Context: an optimization exercise on an open-source flow, tuned for small area. The choices shown serve that exercise and are no tape-out recipe.
Only simulation tests tie the RTL to the original design; equivalence was not proved.
Power is estimated from default activity; no workload was simulated.

==> 12-27 <==
## WSG_8CH
module WSG_8CH
(
	input			 CLK24M,
	input			 RESET,
	input	 [5:0] ADDR,
	input  [7:0] DATA,
	input			 WE,
	input			 SND_ENABLE,
	output [7:0] WAVE_AD,
	input  [3:0] WAVE_DT,
	output reg [7:0] SOUT
);
==> module WSG_8CH, before the edit <==
module WSG_8CH
(
	input			 CLK24M,
	input			 RESET,
	input	 [5:0] ADDR,
	input  [7:0] DATA,
	input			 WE,
	input			 SND_ENABLE,
	output [7:0] WAVE_AD,
	input  [3:0] WAVE_DT,
	output reg [7:0] SOUT
);
reg	[9:0] clk24k_cnt;
wire  STEP_WSGx8 = (clk24k_cnt[6:0] == 7'h7F);		 
wire	STEP_WSG   = (clk24k_cnt[9:0] == 10'h1FF);	 
reg	 [7:0] fl [0:7];
reg	 [7:0] fm [0:7];
reg	 [3:0] fh [0:7];
reg	 [2:0] fv [0:7];
reg	 [3:0]  v [0:7];
wire	 [2:0] ra = ADDR[5:3];
integer i;
always @( posedge CLK24M ) begin
	if ( RESET ) begin
		for ( i = 0; i < 8; i = i + 1 ) begin
			v[i]  <= 4'h0;
			fl[i] <= 8'h0;
			fm[i] <= 8'h0;
			fh[i] <= 4'h0;
			fv[i] <= 3'h0;
		end
	end
	else if ( WE ) begin
		case ( ADDR[2:0] )
		3'h3:  v[ra] <= DATA[3:0];
		3'h4: fl[ra] <= DATA;
		3'h5: fm[ra] <= DATA;
		3'h6: begin
				fh[ra] <= DATA[3:0];
				fv[ra] <= DATA[6:4];
				end
		default: ;
		endcase
	end
	clk24k_cnt <= RESET ? 10'h0 : clk24k_cnt+1;
end
reg	[2:0]	phase;
reg	[7:0] o, ot;
reg  [19:0] c [0:7];
reg   [7:0] wa;
reg   [3:0] wm;
reg			en;
wire  [7:0] va = WAVE_DT * wm;
wire [19:0] cx = c[phase];
wire [19:0] fq = { fh[phase], fm[phase], fl[phase] };
assign WAVE_AD  = wa;
always @ ( posedge CLK24M ) begin
	if ( RESET ) begin
		for ( i = 0; i < 8; i = i + 1 )
			c[i] <= 20'h0;
		o     <= 8'h0;
		ot    <= 8'h0;
		en    <= 1'b0;
		wm    <= 4'h0;
		wa    <= 8'h0;
		phase <= 3'h0;
	end
	else if ( STEP_WSGx8 ) begin
		if ( phase ) begin
			ot <= ot + (en ? { 4'h0, va[7:4] } : 0);
		end
		else begin
			o  <= ot;
			ot <= (en ? { 4'h0, va[7:4] } : 0);
		end
		c[phase] <= cx + fq;
		en       <= (fq!=0);
		wm       <= v[phase];
		wa       <= { fv[phase], cx[19:15] };
		phase    <= phase + 1;
	end
end
wire [6:0] wsgmix = ( o[6:0] | {7{o[7]}} );
always @ ( posedge CLK24M ) begin
	if ( RESET )
		SOUT <= 8'h0;
	else if ( STEP_WSG )
		SOUT <= SND_ENABLE ? { wsgmix, 1'b0 } : 0;
end
endmodule
==> flow/config.mk <==
export PLATFORM = sky130hd
export DESIGN_NAME = WSG_8CH
export DESIGN_NICKNAME = WSG_8CH
export VERILOG_FILES = /design/flow/design.v
export SDC_FILE = /design/flow/constraint.sdc
export NUM_CORES = 8
export LEC_CHECK = 0
export CAP_MARGIN = 20
export CORE_MARGIN = 2
export CORE_UTILIZATION = 40
export SLEW_MARGIN = 20
==> flow/constraint.sdc <==
create_clock -name core_clock -period 10.0 [get_ports {CLK24M}]
set_input_delay 2.0000 -clock core_clock [delete_from_list [all_inputs] [get_ports {CLK24M}]]
set_output_delay 2.0000 -clock core_clock [all_outputs]
set_load 0.01 [all_outputs]
run.sh (not shown) runs the stock make flow with config.mk's settings and CLKGATE_MAP_FILE= SYNTH_SCRIPT=/design/flow/synth_recipe.tcl, a recipe that flattens the netlist after the stock synthesis.
==> 10-25: changes against 12-27 <==
==> flow/design.v (replaced) <==
module WSG_8CH
(
	input			 CLK24M,
	input			 RESET,
	input	 [5:0] ADDR,
	input  [7:0] DATA,
	input			 WE,
	input			 SND_ENABLE,
	output [7:0] WAVE_AD,
	input  [3:0] WAVE_DT,
	output [7:0] SOUT
);
integer i;
reg	[6:0] cnt;
reg	[7:0] sel;		 
wire	step   = (cnt == 7'h7F);
wire	step_o = step & sel[3];
wire	[7:0] cc;
wire	[6:0] cnt_inc;
assign cc[0] = 1'b1;
genvar g;
generate for ( g = 0; g < 7; g = g + 1 ) begin : cinc
	assign cnt_inc[g] = cnt[g] ^ cc[g];
	assign cc[g+1]    = cnt[g] & cc[g];
end endgenerate
always @( posedge CLK24M ) begin
	cnt <= RESET ? 7'h0 : cnt_inc;
	sel <= RESET ? 8'h1 : step ? { sel[6:0], sel[7] } : sel;
end
wire	ld_s   = step & ~RESET;
wire	hold_s = ~step & ~RESET;
reg	 [7:0] fl [0:7];
reg	 [7:0] fm [0:7];
reg	 [3:0] fh [0:7];
reg	 [2:0] fv [0:7];
reg	 [3:0]  v [0:7];
wire	 [7:0] d = DATA & {8{~RESET}};
wire	 [7:0] vsel = 8'h1 << ADDR[5:3];
wire	 [7:0] w3, w4, w5, w6;
generate for ( g = 0; g < 8; g = g + 1 ) begin : chreg
	assign w3[g] = RESET | (WE & vsel[g] & (ADDR[2:0] == 3'h3));
	assign w4[g] = RESET | (WE & vsel[g] & (ADDR[2:0] == 3'h4));
	assign w5[g] = RESET | (WE & vsel[g] & (ADDR[2:0] == 3'h5));
	assign w6[g] = RESET | (WE & vsel[g] & (ADDR[2:0] == 3'h6));
	always @( posedge CLK24M ) begin
		v[g]  <= ({4{w3[g]}} & d[3:0]) | ({4{~w3[g]}} & v[g]);
		fl[g] <= ({8{w4[g]}} & d)      | ({8{~w4[g]}} & fl[g]);
		fm[g] <= ({8{w5[g]}} & d)      | ({8{~w5[g]}} & fm[g]);
		fh[g] <= ({4{w6[g]}} & d[3:0]) | ({4{~w6[g]}} & fh[g]);
		fv[g] <= ({3{w6[g]}} & d[6:4]) | ({3{~w6[g]}} & fv[g]);
	end
end endgenerate
reg [19:0] fq;
reg  [3:0] vq;
reg  [2:0] fvq;
always @* begin
	fq = 20'h0; vq = 4'h0; fvq = 3'h0;
	for ( i = 0; i < 8; i = i + 1 ) begin
		fq  = fq  | ({20{sel[i]}} & { fh[i], fm[i], fl[i] });
		vq  = vq  | ({4{sel[i]}} & v[i]);
		fvq = fvq | ({3{sel[i]}} & fv[i]);
	end
end
reg  [19:0] ring [0:6];
reg  [19:0] R;
reg         first;		 
wire [19:0] sum;
wire [20:0] sc;
assign sc[0] = 1'b0;
generate for ( g = 0; g < 20; g = g + 1 ) begin : radd
	assign sum[g]  = R[g] ^ fq[g] ^ sc[g];
	assign sc[g+1] = (R[g] & fq[g]) | (sc[g] & (R[g] ^ fq[g]));
end endgenerate
always @( posedge CLK24M ) begin
	ring[0] <= step ? sum : ring[6];
	for ( i = 1; i < 7; i = i + 1 )
		ring[i] <= ring[i-1];
end
wire ld_r = ld_s & ~first;
always @( posedge CLK24M ) begin
	R     <= ({20{ld_r}} & ring[6]) | ({20{hold_s}} & R);
	first <= RESET | (first & ~(step & sel[6]));
end
reg   [7:0] wa;
reg   [3:0] wm;		 
reg   [3:0] f;
reg   [6:0] ot, o;
reg   [6:0] so;
wire        it = (wm != 4'h0);
wire  [4:0] fs = { 1'b0, f } + { 1'b0, WAVE_DT };
wire  [6:0] ot_inc = ot + { 6'h0, it & fs[4] };
wire  [3:0] wm_dec = wm - { 3'h0, it };
wire  [3:0] wm_n = (fq != 20'h0) ? vq : 4'h0;
wire        p7 = step & sel[7];
wire        ld_o = p7 & ~RESET;
wire        hold_o = ~p7 & ~RESET;
wire        ld_so = step_o & ~RESET;
wire        hold_so = ~step_o & ~RESET;
assign WAVE_AD = wa;
assign SOUT    = { so, 1'b0 };
always @( posedge CLK24M ) begin
	f  <= {4{it}} & fs[3:0];
	ot <= {7{hold_o}} & ot_inc;
	o  <= ({7{ld_o}} & ot) | ({7{hold_o}} & o);
	wm <= ({4{ld_s}} & wm_n) | ({4{hold_s}} & wm_dec);
	wa <= ({8{ld_s}} & { fvq, R[19:15] }) | ({8{hold_s}} & wa);
	so <= ({7{ld_so & SND_ENABLE}} & o) | ({7{hold_so}} & so);
end
endmodule
CTS_BUF_LIST = sky130_fd_sc_hd__clkbuf_8   (was default)
CTS_CLUSTER_DIAMETER = 100   (was default)
CTS_CLUSTER_SIZE = 15   (was default)
==> notes.md <==
item	10-25	12-27
Outcome	finished clean	finished clean
Setup slack after placement	0.7687 ns	3.857 ns
Die height	193.2 um	229.8 um
Simple-Gate Fraction of Synth Area	6.594%	16.35%
Least-Margin Pin Slew	1.017 ns	1.064 ns
DP Wirelength	17.56 mm	31.05 mm
Hold Path Stages	0	2
Maximum number of pins on one net before global-route repair	64	62
Sequential cell area	10,750 um2	12,340 um2
Final instance area	15,750 um2	22,810 um2
Share of total power in combinational logic	5.9%	5.7%
Via/cell ratio	5.190	5.360
Data arrival time at the worst-slack endpoint	9.55 ns	6.09 ns
Relative max-transition margin	32.04%	28.85%
Number of cells on the critical path	26	19
Seq_cells	429	428
Non-clock buffering overhead in the final layout	3.162%	2.150%
Endpoint of the worst hold path	ring[4][1]	SOUT[4]
Synth top area share	45.28%	55.37%
Number of buffers outside the clock class in the layout	55	56

[what the ideal ports hide]
The flow's constraints put no driver on any port. The routed layouts listed below were extracted and timed again, unchanged, in two steps. Step 1 (the two cells are an assumption about what drives the block):
set clk [get_ports {CLK24M}]
set_driving_cell -lib_cell sky130_fd_sc_hd__clkbuf_16 $clk
set_driving_cell -lib_cell sky130_fd_sc_hd__buf_2 [delete_from_list [all_inputs] $clk]
Step 2 also shifts input and output timing later by t, the mid clock arrival at the registers, as if the neighbouring blocks saw the same clock. Slacks: no drivers / after step 1 / after step 2; pairs: no drivers / after step 1.
| run | t, ns | setup WS [ns] | worst setup path at the end | latest minus earliest clock arrival (ns) |
|---|---|---|---|---|
| 12-27 | 0.601 | 4.380 / 4.410 / 3.809 | input to register | 0.024 / 0.024 |
| 10-25 | 0.585 | 0.842 / 0.842 / 0.842 | register to register | 0.025 / 0.025 |
After both steps every run listed still meets setup and hold. For 12-27, which loses most, drivers alone change the setup slack by +0.030 ns; drivers and shift together by -0.571 ns.
